This design comes from an exercise in tuning for small area and a short achievable clock period on the open sky130 flow, not from production work.
Where RTL was checked, it was by simulation tests only, not by an equivalence proof against the original.
Power is estimated from default activity; no workload was simulated.

==> v31: inputs <==
==> flow/design.v (excerpt) <==
module Convolution(
    input clk,
    input rst_n,
    input in_valid,
    input weight_valid,
    input [7:0] In_IFM_1,
    input [7:0] In_IFM_2,
    input [7:0] In_IFM_3,
    input [7:0] In_IFM_4,
    input [7:0] In_IFM_5,
    input [7:0] In_IFM_6,
    input [7:0] In_IFM_7,
    input [7:0] In_IFM_8,
    input [7:0] In_IFM_9,
    input [7:0] In_Weight_1,
    input [7:0] In_Weight_2,
    input [7:0] In_Weight_3,
    input [7:0] In_Weight_4,
    input [7:0] In_Weight_5,
    input [7:0] In_Weight_6,
    input [7:0] In_Weight_7,
    input [7:0] In_Weight_8,
    input [7:0] In_Weight_9,
    output reg out_valid,
    output reg [20:0] Out_OFM
);
Settings: LEC_CHECK=0, CAP_MARGIN=20, CORE_MARGIN=2, CORE_UTILIZATION=60, CTS_CLUSTER_DIAMETER=60, CTS_CLUSTER_SIZE=22, PLACE_DENSITY=0.7, SETUP_SLACK_MARGIN=3.25, SLEW_MARGIN=20, SYNTH_HIERARCHICAL=1, SYNTH_MINIMUM_KEEP_SIZE=0; clock period 5.5 ns.
standard.sh (not shown) runs the stock make flow with config.mk's settings and CLKGATE_MAP_FILE= SYNTH_SCRIPT=/design/flow/synth_recipe.tcl, a recipe that flattens the netlist after the stock synthesis.
==> flow/flow/run.sh <==
#!/bin/bash
# Standard ORFS layout, with plain buf_1 cells as the port buffers (the resizer
# may upsize them) instead of the delay-buffer cells buffer_ports picks itself,
# and clock tree synthesis without dummy loads.
set -euo pipefail
bash standard.sh finish \
  "BUFFER_PORTS_ARGS=-buffer_cell sky130_fd_sc_hd__buf_1" \
  "CTS_ARGS=-sink_clustering_enable -repair_clock_nets -sink_clustering_size 22 -sink_clustering_max_diameter 60 -dont_use_dummy_load" \
  > orfs_flow.log 2>&1
==> inputs of v12, as changes to v31 <==
==> flow/flow/run.sh (replaced) <==
#!/bin/bash
# Standard ORFS layout, with plain buf_1 cells as the port buffers (the resizer
# may upsize them) instead of the delay-buffer cells buffer_ports picks itself,
# and clock tree synthesis without dummy loads, on clkbuf_8 cells in
# smaller sink clusters.
set -euo pipefail
bash standard.sh finish \
  "BUFFER_PORTS_ARGS=-buffer_cell sky130_fd_sc_hd__buf_1" \
  "CTS_ARGS=-sink_clustering_enable -repair_clock_nets -sink_clustering_size 16 -sink_clustering_max_diameter 50 -dont_use_dummy_load -buf_list sky130_fd_sc_hd__clkbuf_8" \
  > orfs_flow.log 2>&1
--- a/flow/config.mk
+++ b/flow/config.mk
@@ -9,8 +9,6 @@
 export CORE_MARGIN = 2
 export CORE_UTILIZATION = 60
-export CTS_CLUSTER_DIAMETER = 60
-export CTS_CLUSTER_SIZE = 22
 export PLACE_DENSITY = 0.7
-export SETUP_SLACK_MARGIN = 3.25
+export SETUP_SLACK_MARGIN = 3.35
 export SLEW_MARGIN = 20
 export SYNTH_HIERARCHICAL = 1
==> inputs of v20, as changes to v31 <==
==> flow/flow/run.sh (replaced) <==
#!/bin/bash
# Standard ORFS layout, with plain buf_1 cells as the port buffers (the resizer
# may upsize them) instead of the delay-buffer cells buffer_ports picks itself.
set -euo pipefail
bash standard.sh finish "BUFFER_PORTS_ARGS=-buffer_cell sky130_fd_sc_hd__buf_1" > orfs_flow.log 2>&1
--- a/flow/config.mk
+++ b/flow/config.mk
@@ -8,8 +8,7 @@
 export CAP_MARGIN = 20
 export CORE_MARGIN = 2
-export CORE_UTILIZATION = 60
+export CORE_UTILIZATION = 40
 export CTS_CLUSTER_DIAMETER = 60
 export CTS_CLUSTER_SIZE = 22
-export PLACE_DENSITY = 0.7
 export SETUP_SLACK_MARGIN = 3.25
 export SLEW_MARGIN = 20
==> inputs of v35, as changes to v31 <==
==> flow/flow/run.sh (replaced) <==
#!/bin/bash
# Standard ORFS layout, with plain buf_1 cells as the port buffers (the resizer
# may upsize them) instead of the delay-buffer cells buffer_ports picks itself.
set -euo pipefail
bash standard.sh finish "BUFFER_PORTS_ARGS=-buffer_cell sky130_fd_sc_hd__buf_1" > orfs_flow.log 2>&1
--- a/flow/config.mk
+++ b/flow/config.mk
@@ -8,9 +8,6 @@
 export CAP_MARGIN = 20
 export CORE_MARGIN = 2
-export CORE_UTILIZATION = 60
-export CTS_CLUSTER_DIAMETER = 60
-export CTS_CLUSTER_SIZE = 22
-export PLACE_DENSITY = 0.7
-export SETUP_SLACK_MARGIN = 3.25
+export CORE_UTILIZATION = 40
+export SETUP_SLACK_MARGIN = 3.45
 export SLEW_MARGIN = 20
 export SYNTH_HIERARCHICAL = 1
==> notes <==
Global-route usage: v20 < v35 < v12 < v31. Against v35, the fmax of v20 is smaller by about 1.8%. In synthesized cell count, v35 and v12 do not differ. Between v35 and v31, the lower utilization is in v35 (gap 18 points). Of v12 and v31, v12 has the higher combinational power (gap about 1%, measured against v31). In v12 the non-clock buffer count is higher than in v31, by 6. In die area, v35 and v20 do not differ.
==> figures <==
metric	v35	v31	v20	v12
Starting DRT DRC Count	951	1486	1019	1308
Height of the die	262 um	215 um	262 um	215 um
WL per Instance	25.5 um	26.2 um	25.8 um	25.9 um
RR Endpoint	r1_20	r0_60	r0_210	r1_35
Vias in the first global route	17100	16500	16700	16600
Hold-critical path depth	0	0	-	-
Post-CTS Repair Setup Buffers	16	0	0	0
Run status	complete, no violations	complete, no violations	complete, no violations	complete, no violations
Core occupancy in the finished layout	47.0%	64.8%	44.9%	64.4%
Worst path depth	1	3	1	1
Sequential Power Share	38.8%	44.9%	41.4%	46.4%
Minimum setup slack among reg-to-reg paths	3.43 ns	3.33 ns	3.30 ns	3.38 ns
Worst Hold Endpoint	r2_3	r2_0	-	-
Fraction of layout instances using a drive strength above 1	11.2%	2.50%	4.78%	4.71%
Number of vias in the routed layout	14900	14700	14600	14700
Highest ir drop seen on vdd	283 uV	272 uV	282 uV	257 uV

==> run D: inputs <==
Starting RTL as in the previous note.
clock: 5.5 ns
lec_check: 0
cap_margin: 20
core_margin: 2
core_utilization: 60
cts_cluster_diameter: 60
cts_cluster_size: 22
place_density: 0.7
setup_slack_margin: 3.25
slew_margin: 20
synth_hierarchical: 1
synth_minimum_keep_size: 0
==> flow/flow/run.sh <==
#!/bin/bash
# Standard ORFS layout, with plain buf_1 cells as the port buffers (the resizer
# may upsize them) instead of the delay-buffer cells buffer_ports picks itself.
set -euo pipefail
bash standard.sh finish "BUFFER_PORTS_ARGS=-buffer_cell sky130_fd_sc_hd__buf_1" > orfs_flow.log 2>&1
==> run E: changes against run D <==
==> flow/flow/run.sh (replaced) <==
#!/bin/bash
# Standard ORFS layout, with plain buf_1 cells as the port buffers (the resizer
# may upsize them) instead of the delay-buffer cells buffer_ports picks itself,
# and clock tree synthesis without dummy loads.
set -euo pipefail
bash standard.sh finish \
  "BUFFER_PORTS_ARGS=-buffer_cell sky130_fd_sc_hd__buf_1" \
  "CTS_ARGS=-sink_clustering_enable -repair_clock_nets -sink_clustering_size 16 -sink_clustering_max_diameter 50 -dont_use_dummy_load -buf_list sky130_fd_sc_hd__clkbuf_8" \
  > orfs_flow.log 2>&1
--- a/flow/config.mk
+++ b/flow/config.mk
@@ -9,6 +9,4 @@
 export CORE_MARGIN = 2
 export CORE_UTILIZATION = 60
-export CTS_CLUSTER_DIAMETER = 60
-export CTS_CLUSTER_SIZE = 22
 export PLACE_DENSITY = 0.7
 export SETUP_SLACK_MARGIN = 3.25
==> notes <==
- Run D passed the timing, DRC and antenna checks. Run E passed the timing, DRC and antenna checks.
- Against run E, the design area of run D is larger by 2.3%.
- In run D the core utilization is higher than in run E, by 1.5 points.
- In area after synthesis, run E and run D do not differ.
- In sequential power, run E and run D hardly differ.
- Of run D and run E, run E has the higher count of clock-buffer cells in the layout (gap 6).
- Between run D and run E, the lower maximum frequency is in run E (gap 2.3%, measured against run E).
- Of run E and run D, run D has the higher critical path depth (gap 2).
- Non-clock buffer count is the same in run D and run E.
==> figures <==
Start of the worst register-to-register path: run D xn2[4]; run E wn1[5]
Status: run D finished clean; run E finished clean
Maximum clock frequency: run D 461 MHz; run E 450 MHz
Routed length per instance: run D 25.9 microns; run E 25.9 microns
Comb. pwr: run D 5.67 mW; run E 5.65 mW
Max transition margin: run D 0.518; run E 0.522
Post-layout total power: run D 15.7 mW; run E 14.6 mW
Type of the tightest min-delay check: run D reg2reg; run E in2async
Switching pwr: run D 5.72 mW; run E 5.40 mW
FF+latch area: run D 12400 sq um; run E 12400 sq um
Unrepaired setup endpoints after global routing: run D no; run E yes
Launch point of the worst path: run D xn2[4]; run E out_valid
GR met1 Demand/Resource: run D 0.410; run E 0.415
Buffers plus inverters on the worst setup path: run D 0; run E 1
Share of total power consumed by net switching: run D 0.365; run E 0.370
Post-route minimum period: run D 2.17 ns; run E 2.22 ns
Leakage: run D 10.5 nW; run E 10.2 nW

==> inputs of 07-13 <==
Another version of the RTL of Convolution (not shown whole).
export LEC_CHECK = 0
export CAP_MARGIN = 20
export CORE_MARGIN = 2
export CORE_UTILIZATION = 40
export CTS_CLUSTER_DIAMETER = 60
export CTS_CLUSTER_SIZE = 22
export SETUP_SLACK_MARGIN = 3.3
export SLEW_MARGIN = 20
export SYNTH_HIERARCHICAL = 1
export SYNTH_MINIMUM_KEEP_SIZE = 0
create_clock -name core_clock -period 5.5 [get_ports {clk}]
==> flow/flow/run.sh <==
#!/bin/bash
# Standard ORFS layout, with plain buf_1 cells as the port buffers (the resizer
# may upsize them) instead of the delay-buffer cells buffer_ports picks itself.
set -euo pipefail
bash standard.sh finish "BUFFER_PORTS_ARGS=-buffer_cell sky130_fd_sc_hd__buf_1" > orfs_flow.log 2>&1
==> inputs of 02-01, as changes to 07-13 <==
--- a/flow/design.v
+++ b/flow/design.v
@@ -69,18 +69,18 @@
 wsel uw7 (.sel(weight_valid), .a(In_Weight_7), .b(wn7), .y(wn7_next));
 wire [7:0] wn8_next;
 wsel uw8 (.sel(weight_valid), .a(In_Weight_8), .b(wn8), .y(wn8_next));
 wire [7:0] wn9_next;
 wsel uw9 (.sel(weight_valid), .a(In_Weight_9), .b(wn9), .y(wn9_next));
-reg [4:0] vpipe;
+reg [3:0] vpipe;
 always @(posedge clk or negedge rst_n) begin
     if (!rst_n) begin
         vpipe <= 0;
         out_valid <= 1'b0;
     end else begin
-        vpipe <= {vpipe[3:0], in_valid};
-        out_valid <= vpipe[4];
+        vpipe <= {vpipe[2:0], in_valid};
+        out_valid <= vpipe[3];
     end
 end
 reg r0_0;
 reg r0_1;
 reg r0_2;
@@ -351,37 +351,10 @@
 reg r2_27;
 reg r2_28;
 reg r2_29;
 reg r2_30;
 reg r2_31;
-reg r3_0;
-reg r3_1;
-reg r3_2;
-reg r3_3;
-reg r3_4;
-reg r3_5;
-reg r3_6;
-reg r3_7;
-reg r3_8;
-reg r3_9;
-reg r3_10;
-reg r3_11;
-reg r3_12;
-reg r3_13;
-reg r3_14;
-reg r3_15;
-reg r3_16;
-reg r3_17;
-reg r3_18;
-reg r3_19;
-reg r3_20;
-reg r3_21;
-reg r3_22;
-reg r3_23;
-reg r3_24;
-reg r3_25;
-reg r3_26;
 wire n1, n2, n3, n4, n5, n6, n7, n8, n9, n10, n11, n12, n13, n14, n15, n16, n17, n18, n19, n20, n21, n22, n23, n24, n25, n26, n27, n28, n29, n30, n31, n32, n33, n34, n35, n36, n37, n38, n39, n40, n41, n42, n43, n44, n45, n46, n47, n48, n49, n50, n51, n52, n53, n54, n55, n56, n57, n58, n59, n60, n61, n62, n63, n64, n65, n66, n67, n68, n69, n70, n71, n72, n73, n74, n75, n76, n77, n78, n79, n80, n81, n82, n83, n84, n85, n86, n87, n88, n89, n90, n91, n92, n93, n94, n95, n96, n97, n98, n99, n100, n101, n102, n103, n104, n105, n106, n107, n108, n109, n110, n111, n112, n113, n114, n115, n116, n117, n118, n119, n120, n121, n122, n123, n124, n125, n126, n127, n128, n129, n130, n131, n132, n133, n134, n135, n136, n137, n138, n139, n140, n141, n142, n143, n144, n145, n146, n147, n148, n149, n150, n151, n152, n153, n154, n155, n156, n157, n158, n159, n160, n161, n162, n163, n164, n165, n166, n167, n168, n169, n170, n171, n172, n173, n174, n175, n176, n177, n178, n179, n180, n181, n182, n183, n184, n185, n186, n187, n188, n189, n190, n191, n192, n193, n194, n195, n196, n197, n198, n199, n200, n201, n202, n203, n204, n205, n206, n207, n208, n209, n210, n211, n212, n213, n214, n215, n216, n217, n218, n219, n220, n221, n222, n223, n224, n225, n226, n227, n228, n229, n230, n231, n232, n233, n234, n235, n236, n237, n238, n239, n240, n241, n242, n243, n244, n245, n246, n247, n248, n249, n250, n251, n252, n253, n254, n255, n256, n257, n258, n259, n260, n261, n262, n263, n264, n265, n266, n267, n268, n269, n270, n271, n272, n273, n274, n275, n276, n277, n278, n279, n280, n281, n282, n283, n284, n285, n286, n287, n288, n289, n290, n291, n292, n293, n294, n295, n296, n297, n298, n299, n300, n301, n302, n303, n304, n305, n306, n307, n308, n309, n310, n311, n312, n313, n314, n315, n316, n317, n318, n319, n320, n321, n322, n323, n324, n325, n326, n327, n328, n329, n330, n331, n332, n333, n334, n335, n336, n337, n338, n339, n340, n341, n342, n343, n344, n345, n346, n347, n348, n349, n350, n351, n352, n353, n354, n355, n356, n357, n358, n359, n360, n361, n362, n363, n364, n365, n366, n367, n368, n369, n370, n371, n372, n373, n374, n375, n376, n377, n378, n379, n380, n381, n382, n383, n384, n385, n386, n387, n388, n389, n390, n391, n392, n393, n394, n395, n396, n397, n398, n399, n400, n401, n402, n403, n404, n405, n406, n407, n408, n409, n410, n411, n412, n413, n414, n415, n416, n417, n418, n419, n420, n421, n422, n423, n424, n425, n426, n427, n428, n429, n430, n431, n432, n433, n434, n435, n436, n437, n438, n439, n440, n441, n442, n443, n444, n445, n446, n447, n448, n449, n450, n451, n452, n453, n454, n455, n456, n457, n458, n459, n460, n461, n462, n463, n464, n465, n466, n467, n468, n469, n470, n471, n472, n473, n474, n475, n476, n477, n478, n479, n480, n481, n482, n483, n484, n485, n486, n487, n488, n489, n490, n491, n492, n493, n494, n495, n496, n497, n498, n499, n500, n501, n502, n503, n504, n505, n506, n507, n508, n509, n510, n511, n512, n513, n514, n515, n516, n517, n518, n519, n520, n521, n522, n523, n524, n525, n526, n527, n528, n529, n530, n531, n532, n533, n534, n535, n536, n537, n538, n539, n540, n541, n542, n543, n544, n545, n546, n547, n548, n549, n550, n551, n552, n553, n554, n555, n556, n557, n558, n559, n560, n561, n562, n563, n564, n565, n566, n567, n568, n569, n570, n571, n572, n573, n574, n575, n576, n577, n578, n579, n580, n581, n582, n583, n584, n585, n586, n587, n588, n589, n590, n591, n592, n593, n594, n595, n596, n597, n598, n599, n600, n601, n602, n603, n604, n605, n606, n607, n608, n609, n610, n611, n612, n613, n614, n615, n616, n617, n618, n619, n620, n621, n622, n623, n624, n625, n626, n627, n628, n629, n630, n631, n632, n633, n634, n635, n636, n637, n638, n639, n640, n641, n642, n643, n644, n645, n646, n647, n648, n649, n650, n651, n652, n653, n654, n655, n656, n657, n658, n659, n660, n661, n662, n663, n664, n665, n666, n667, n668, n669, n670, n671, n672, n673, n674, n675, n676, n677, n678, n679, n680, n681, n682, n683, n684, n685, n686, n687, n688, n689, n690, n691, n692, n693, n694, n695, n696, n697, n698, n699, n700, n701, n702, n703, n704, n705, n706, n707, n708, n709, n710, n711, n712, n713, n714, n715, n716, n717, n718, n719, n720, n721, n722, n723, n724, n725, n726, n727, n728, n729, n730, n731, n732, n733, n734, n735, n736, n737, n738, n739, n740, n741, n742, n743, n744, n745, n746, n747, n748, n749, n750, n751, n752, n753, n754, n755, n756, n757, n758, n759, n760, n761, n762, n763, n764, n765, n766, n767, n768, n769, n770, n771, n772, n773, n774, n775, n776, n777, n778, n779, n780, n781, n782, n783, n784, n785, n786, n787, n788, n789, n790, n791, n792, n793, n794, n795, n796, n797, n798, n799, n800, n801, n802, n803, n804, n805, n806, n807, n808, n809, n810, n811, n812, n813, n814, n815, n816, n817, n818, n819, n820, n821, n822, n823, n824, n825, n826, n827, n828, n829, n830, n831, n832, n833, n834, n835, n836, n837, n838, n839, n840, n841, n842, n843, n844, n845, n846, n847, n848, n849, n850, n851, n852, n853, n854, n855, n856, n857, n858, n859, n860, n861, n862, n863, n864, n865, n866, n867, n868, n869, n870, n871, n872, n873, n874, n875, n876, n877, n878, n879, n880, n881, n882, n883, n884, n885, n886, n887, n888, n889, n890, n891, n892, n893, n894, n895, n896, n897, n898, n899, n900, n901, n902, n903, n904, n905, n906, n907, n908, n909, n910, n911, n912, n913, n914, n915, n916, n917, n918, n919, n920, n921, n922, n923, n924, n925, n926, n927, n928, n929, n930, n931, n932, n933, n934, n935, n936, n937, n938, n939, n940, n941, n942, n943, n944, n945, n946, n947, n948, n949, n950, n951, n952, n953, n954, n955, n956, n957, n958, n959, n960, n961, n962, n963, n964, n965, n966, n967, n968, n969, n970, n971, n972, n973, n974, n975, n976, n977, n978, n979, n980, n981, n982, n983, n984, n985, n986, n987, n988, n989, n990, n991, n992, n993, n994, n995, n996, n997, n998, n999, n1000, n1001, n1002, n1003, n1004, n1005, n1006, n1007, n1008, n1009, n1010, n1011, n1012, n1013, n1014, n1015, n1016, n1017, n1018, n1019, n1020, n1021, n1022, n1023, n1024, n1025, n1026, n1027, n1028, n1029, n1030, n1031, n1032, n1033, n1034, n1035, n1036, n1037, n1038, n1039, n1040, n1041, n1042, n1043, n1044, n1045, n1046, n1047, n1048, n1049, n1050, n1051, n1052, n1053, n1054, n1055, n1056, n1057, n1058, n1059, n1060, n1061, n1062, n1063, n1064, n1065, n1066, n1067, n1068, n1069, n1070, n1071, n1072, n1073, n1074, n1075, n1076, n1077, n1078, n1079, n1080, n1081, n1082, n1083, n1084, n1085, n1086, n1087, n1088, n1089, n1090, n1091, n1092, n1093, n1094, n1095, n1096, n1097, n1098, n1099, n1100, n1101, n1102, n1103, n1104, n1105, n1106, n1107, n1108, n1109, n1110, n1111, n1112, n1113, n1114, n1115, n1116, n1117, n1118, n1119, n1120, n1121, n1122, n1123, n1124, n1125, n1126, n1127, n1128, n1129, n1130, n1131, n1132, n1133, n1134, n1135, n1136, n1137, n1138, n1139, n1140, n1141, n1142, n1143, n1144, n1145, n1146, n1147, n1148, n1149, n1150, n1151, n1152, n1153, n1154, n1155, n1156, n1157, n1158, n1159, n1160, n1161, n1162, n1163, n1164, n1165, n1166, n1167, n1168, n1169, n1170, n1171, n1172, n1173, n1174, n1175, n1176, n1177, n1178, n1179, n1180, n1181, n1182, n1183, n1184, n1185, n1186, n1187, n1188, n1189, n1190, n1191, n1192, n1193, n1194, n1195, n1196, n1197, n1198, n1199, n1200, n1201, n1202, n1203, n1204, n1205, n1206, n1207, n1208, n1209, n1210, n1211, n1212, n1213, n1214, n1215, n1216, n1217, n1218, n1219, n1220, n1221, n1222, n1223, n1224, n1225, n1226, n1227, n1228, n1229, n1230, n1231, n1232, n1233, n1234, n1235, n1236, n1237, n1238, n1239, n1240, n1241, n1242, n1243, n1244, n1245, n1246, n1247, n1248, n1249, n1250, n1251, n1252, n1253, n1254, n1255, n1256, n1257, n1258, n1259, n1260, n1261, n1262, n1263, n1264, n1265, n1266, n1267, n1268, n1269, n1270, n1271, n1272, n1273, n1274, n1275, n1276, n1277, n1278, n1279, n1280, n1281, n1282, n1283, n1284, n1285, n1286, n1287, n1288, n1289, n1290, n1291, n1292, n1293, n1294, n1295, n1296, n1297, n1298, n1299, n1300, n1301, n1302, n1303, n1304, n1305, n1306, n1307, n1308, n1309, n1310, n1311, n1312, n1313, n1314, n1315, n1316, n1317, n1318, n1319, n1320, n1321, n1322, n1323, n1324, n1325, n1326, n1327, n1328, n1329, n1330, n1331, n1332, n1333, n1334, n1335, n1336, n1337, n1338, n1339, n1340, n1341, n1342, n1343, n1344, n1345, n1346, n1347, n1348, n1349, n1350, n1351, n1352, n1353, n1354, n1355, n1356, n1357, n1358, n1359, n1360, n1361, n1362, n1363, n1364, n1365, n1366, n1367, n1368, n1369, n1370, n1371, n1372, n1373, n1374, n1375, n1376, n1377, n1378, n1379, n1380, n1381, n1382, n1383, n1384, n1385, n1386, n1387, n1388, n1389, n1390, n1391, n1392, n1393, n1394, n1395, n1396, n1397, n1398, n1399, n1400, n1401, n1402, n1403, n1404, n1405, n1406, n1407, n1408, n1409, n1410, n1411, n1412, n1413, n1414, n1415, n1416, n1417, n1418, n1419, n1420, n1421, n1422, n1423, n1424, n1425, n1426, n1427, n1428, n1429, n1430, n1431, n1432, n1433, n1434, n1435, n1436, n1437, n1438, n1439, n1440, n1441, n1442, n1443, n1444, n1445, n1446, n1447, n1448, n1449, n1450, n1451, n1452, n1453, n1454, n1455, n1456, n1457, n1458, n1459, n1460, n1461, n1462, n1463, n1464, n1465, n1466, n1467, n1468, n1469, n1470, n1471, n1472, n1473, n1474, n1475, n1476, n1477, n1478, n1479, n1480, n1481, n1482, n1483, n1484, n1485, n1486, n1487, n1488, n1489, n1490, n1491, n1492, n1493, n1494, n1495, n1496, n1497, n1498, n1499, n1500, n1501, n1502, n1503, n1504, n1505, n1506, n1507, n1508, n1509, n1510, n1511, n1512, n1513, n1514, n1515, n1516, n1517, n1518, n1519, n1520, n1521, n1522, n1523, n1524, n1525, n1526, n1527, n1528, n1529, n1530, n1531, n1532, n1533, n1534, n1535, n1536, n1537, n1538, n1539, n1540, n1541, n1542, n1543, n1544, n1545, n1546, n1547, n1548, n1549, n1550, n1551, n1552, n1553, n1554, n1555, n1556, n1557, n1558, n1559, n1560, n1561, n1562, n1563, n1564, n1565, n1566, n1567, n1568, n1569, n1570, n1571, n1572, n1573, n1574, n1575, n1576, n1577, n1578, n1579, n1580, n1581, n1582, n1583, n1584, n1585, n1586, n1587, n1588, n1589, n1590, n1591, n1592, n1593, n1594, n1595, n1596, n1597, n1598, n1599, n1600, n1601, n1602, n1603, n1604, n1605, n1606, n1607, n1608, n1609, n1610, n1611, n1612, n1613, n1614, n1615, n1616, n1617, n1618, n1619, n1620, n1621, n1622, n1623, n1624, n1625, n1626, n1627, n1628, n1629, n1630, n1631, n1632, n1633, n1634, n1635, n1636, n1637, n1638, n1639, n1640, n1641, n1642, n1643, n1644, n1645, n1646, n1647, n1648, n1649, n1650, n1651, n1652, n1653, n1654, n1655, n1656, n1657, n1658, n1659, n1660, n1661, n1662, n1663, n1664, n1665, n1666, n1667, n1668, n1669, n1670, n1671, n1672, n1673, n1674;
 assign n1 = ~(xn1[0] & wn1[0]);
 assign n2 = ~(xn1[0] & wn1[1]);
 assign n3 = ~(xn1[0] & wn1[2]);
 assign n4 = ~(xn1[0] & wn1[3]);
@@ -1503,11 +1476,12 @@
 fa un1663 (.a(r1_60), .b(r1_61), .c(r1_62), .s(n1663), .co(n1664));
 fa un1665 (.a(r2_10), .b(r2_11), .c(r2_12), .s(n1665), .co(n1666));
 fa un1667 (.a(r2_18), .b(r2_19), .c(r2_20), .s(n1667), .co(n1668));
 fa un1669 (.a(r2_21), .b(r2_22), .c(r2_23), .s(n1669), .co(n1670));
 fa un1671 (.a(r2_27), .b(r2_28), .c(r2_29), .s(n1671), .co(n1672));
-fa un1673 (.a(r2_30), .b(r2_31), .c(n1672), .s(n1673), .co(n1674));
+assign n1673 = ~(r2_30 ^ r2_31);
+assign n1674 = r2_30 | r2_31;
 always @(posedge clk) begin
     r0_0 <= n583;
     r0_1 <= n601;
     r0_2 <= n603;
     r0_3 <= n629;
@@ -1777,40 +1751,13 @@
     r2_27 <= n1660;
     r2_28 <= n1663;
     r2_29 <= n1662;
     r2_30 <= r1_63;
     r2_31 <= n1664;
-    r3_0 <= r2_0;
-    r3_1 <= r2_1;
-    r3_2 <= r2_2;
-    r3_3 <= r2_3;
-    r3_4 <= r2_4;
-    r3_5 <= r2_5;
-    r3_6 <= r2_6;
-    r3_7 <= r2_7;
-    r3_8 <= r2_8;
-    r3_9 <= r2_9;
-    r3_10 <= n1665;
-    r3_11 <= r2_13;
-    r3_12 <= n1666;
-    r3_13 <= r2_14;
-    r3_14 <= r2_15;
-    r3_15 <= r2_16;
-    r3_16 <= r2_17;
-    r3_17 <= n1667;
-    r3_18 <= n1668;
-    r3_19 <= n1669;
-    r3_20 <= r2_24;
-    r3_21 <= n1670;
-    r3_22 <= r2_25;
-    r3_23 <= r2_26;
-    r3_24 <= n1671;
-    r3_25 <= n1673;
-    r3_26 <= n1674;
 end
-wire [20:0] row_a = {1'b1, 1'b1, r3_26, r3_25, r3_24, r3_22, r3_20, r3_18, r3_17, r3_15, r3_13, r3_11, r3_10, r3_9, r3_8, r3_7, r3_6, r3_4, r3_3, r3_1, r3_0};
-wire [20:0] row_b = {1'b1, 1'b1, 1'b1, 1'b1, 1'b1, r3_23, r3_21, r3_19, 1'b1, r3_16, r3_14, r3_12, 1'b1, 1'b1, 1'b1, 1'b1, 1'b1, r3_5, 1'b1, r3_2, 1'b1};
+wire [20:0] row_a = {1'b1, 1'b1, n1674, n1672, n1671, r2_25, n1670, n1668, n1667, r2_16, r2_14, n1666, n1665, r2_9, r2_8, r2_7, r2_6, r2_4, r2_3, r2_1, r2_0};
+wire [20:0] row_b = {1'b1, 1'b1, 1'b1, n1673, 1'b1, r2_26, r2_24, n1669, 1'b1, r2_17, r2_15, r2_13, 1'b1, 1'b1, 1'b1, 1'b1, 1'b1, r2_5, 1'b1, r2_2, 1'b1};
 always @(posedge clk) Out_OFM <= ~row_a + ~row_b;
 endmodule
 module fa(input a, input b, input c, output s, output co);
 assign s = a ^ b ^ c;
 assign co = (a & b) | (a & c) | (b & c);
==> flow/config.mk (replaced) <==
export PLATFORM = sky130hd
export DESIGN_NAME = Convolution
export DESIGN_NICKNAME = Convolution
export VERILOG_FILES = /design/flow/design.v
export SDC_FILE = /design/flow/constraint.sdc
export NUM_CORES = 4
export LEC_CHECK = 0
export ABC_CLOCK_PERIOD_IN_PS = 1500
export CAP_MARGIN = 20
export CORE_MARGIN = 2
export CORE_UTILIZATION = 60
export CTS_CLUSTER_DIAMETER = 60
export CTS_CLUSTER_SIZE = 22
export PLACE_DENSITY = 0.7
export SETUP_SLACK_MARGIN = 3.3
export SLEW_MARGIN = 20
export SYNTH_HIERARCHICAL = 1
export SYNTH_MINIMUM_KEEP_SIZE = 0
==> comparison table <==
Outcome: 02-01 timing/DRC/antenna clean; 07-13 timing/DRC/antenna clean
Min Hold Slack: 02-01 0.330 ns; 07-13 0.320 ns
Global Route met2 Usage: 02-01 57.1%; 07-13 40.1%
Rel. slew slack: 02-01 62.9%; 07-13 60.5%
Combinational Power Share: 02-01 47.6%; 07-13 42.5%
NonClk Buf Share: 02-01 7.99%; 07-13 5.61%
Design Area, Final: 02-01 29,200 um2; 07-13 29,500 um2
Drt pass-1 iters: 02-01 7; 07-13 5
Cells after DPL: 02-01 2,430; 07-13 2,765
Synthesis-stage register bit count: 02-01 441; 07-13 469
Area growth from synthesis to layout: 02-01 19.8%; 07-13 18.1%
Fraction of met1 tracks used by global routing: 02-01 47.8%; 07-13 31.8%
Die Span Y: 02-01 206 um; 07-13 254 um
Reported clock group power: 02-01 2.77 mW; 07-13 3.33 mW
Area inside the core boundary: 02-01 39,900 um2; 07-13 61,700 um2
Register-to-register path setup slack: 02-01 3.17 ns; 07-13 3.19 ns
Clock buffers created by TritonCTS: 02-01 36; 07-13 43
Logic depth of the worst path, buffers included: 02-01 5; 07-13 6
Share of cell area taken by multi-input logic gates: 02-01 53.1%; 07-13 51.5%
Clock buffers and inverters, area share: 02-01 4.30%; 07-13 5.37%
Function was not checked in any run of this note: the RTL went through the layout flow alone.

## port drivers added, routing unchanged
How much do the figures lean on ideal ports? The routed layouts below were timed once more, with nothing changed but the port constraints.
Step 1 (the two cells are an assumption about what drives the block):
set clk [get_ports {clk}]
set_driving_cell -lib_cell sky130_fd_sc_hd__clkbuf_16 $clk
set_driving_cell -lib_cell sky130_fd_sc_hd__buf_2 [delete_from_list [all_inputs] $clk]
Step 2 also shifts input and output timing later by t, the mid clock arrival at the registers, as if the neighbouring blocks saw the same clock.
Slacks: ideal ports / drivers / drivers and shift; pairs: ideal ports / drivers.
run	t (ns)	setup WS [ns]	hold WS [ns]	worst register clock-pin slew, ns	worst data-port slew with drivers (ns)
v31	0.636	3.329 / 3.292 / 2.997	0.319 / 0.319 / 0.319	0.09 / 0.09	0.04
v12	0.717	3.281 / 3.227 / 3.012	0.290 / 0.257 / 0.328	0.10 / 0.10	0.04
v20	0.668	3.298 / 3.237 / 2.968	0.327 / 0.290 / 0.328	0.09 / 0.09	0.06
v35	0.651	3.337 / 3.281 / 2.932	0.321 / 0.321 / 0.321	0.06 / 0.06	0.08
run D	0.639	3.330 / 3.299 / 3.004	0.329 / 0.329 / 0.329	0.09 / 0.09	0.04
run E	0.718	3.280 / 3.226 / 2.993	0.289 / 0.256 / 0.328	0.10 / 0.10	0.04
07-13	0.649	3.185 / 3.185 / 2.846	0.320 / 0.320 / 0.320	0.09 / 0.09	0.08
02-01	0.633	3.175 / 3.175 / 2.832	0.330 / 0.310 / 0.330	0.09 / 0.09	0.06
After both steps setup and hold are still met in every run listed. The setup slack of v35, which loses most, moves by -0.056 ns with the drivers and by -0.405 ns with both steps.
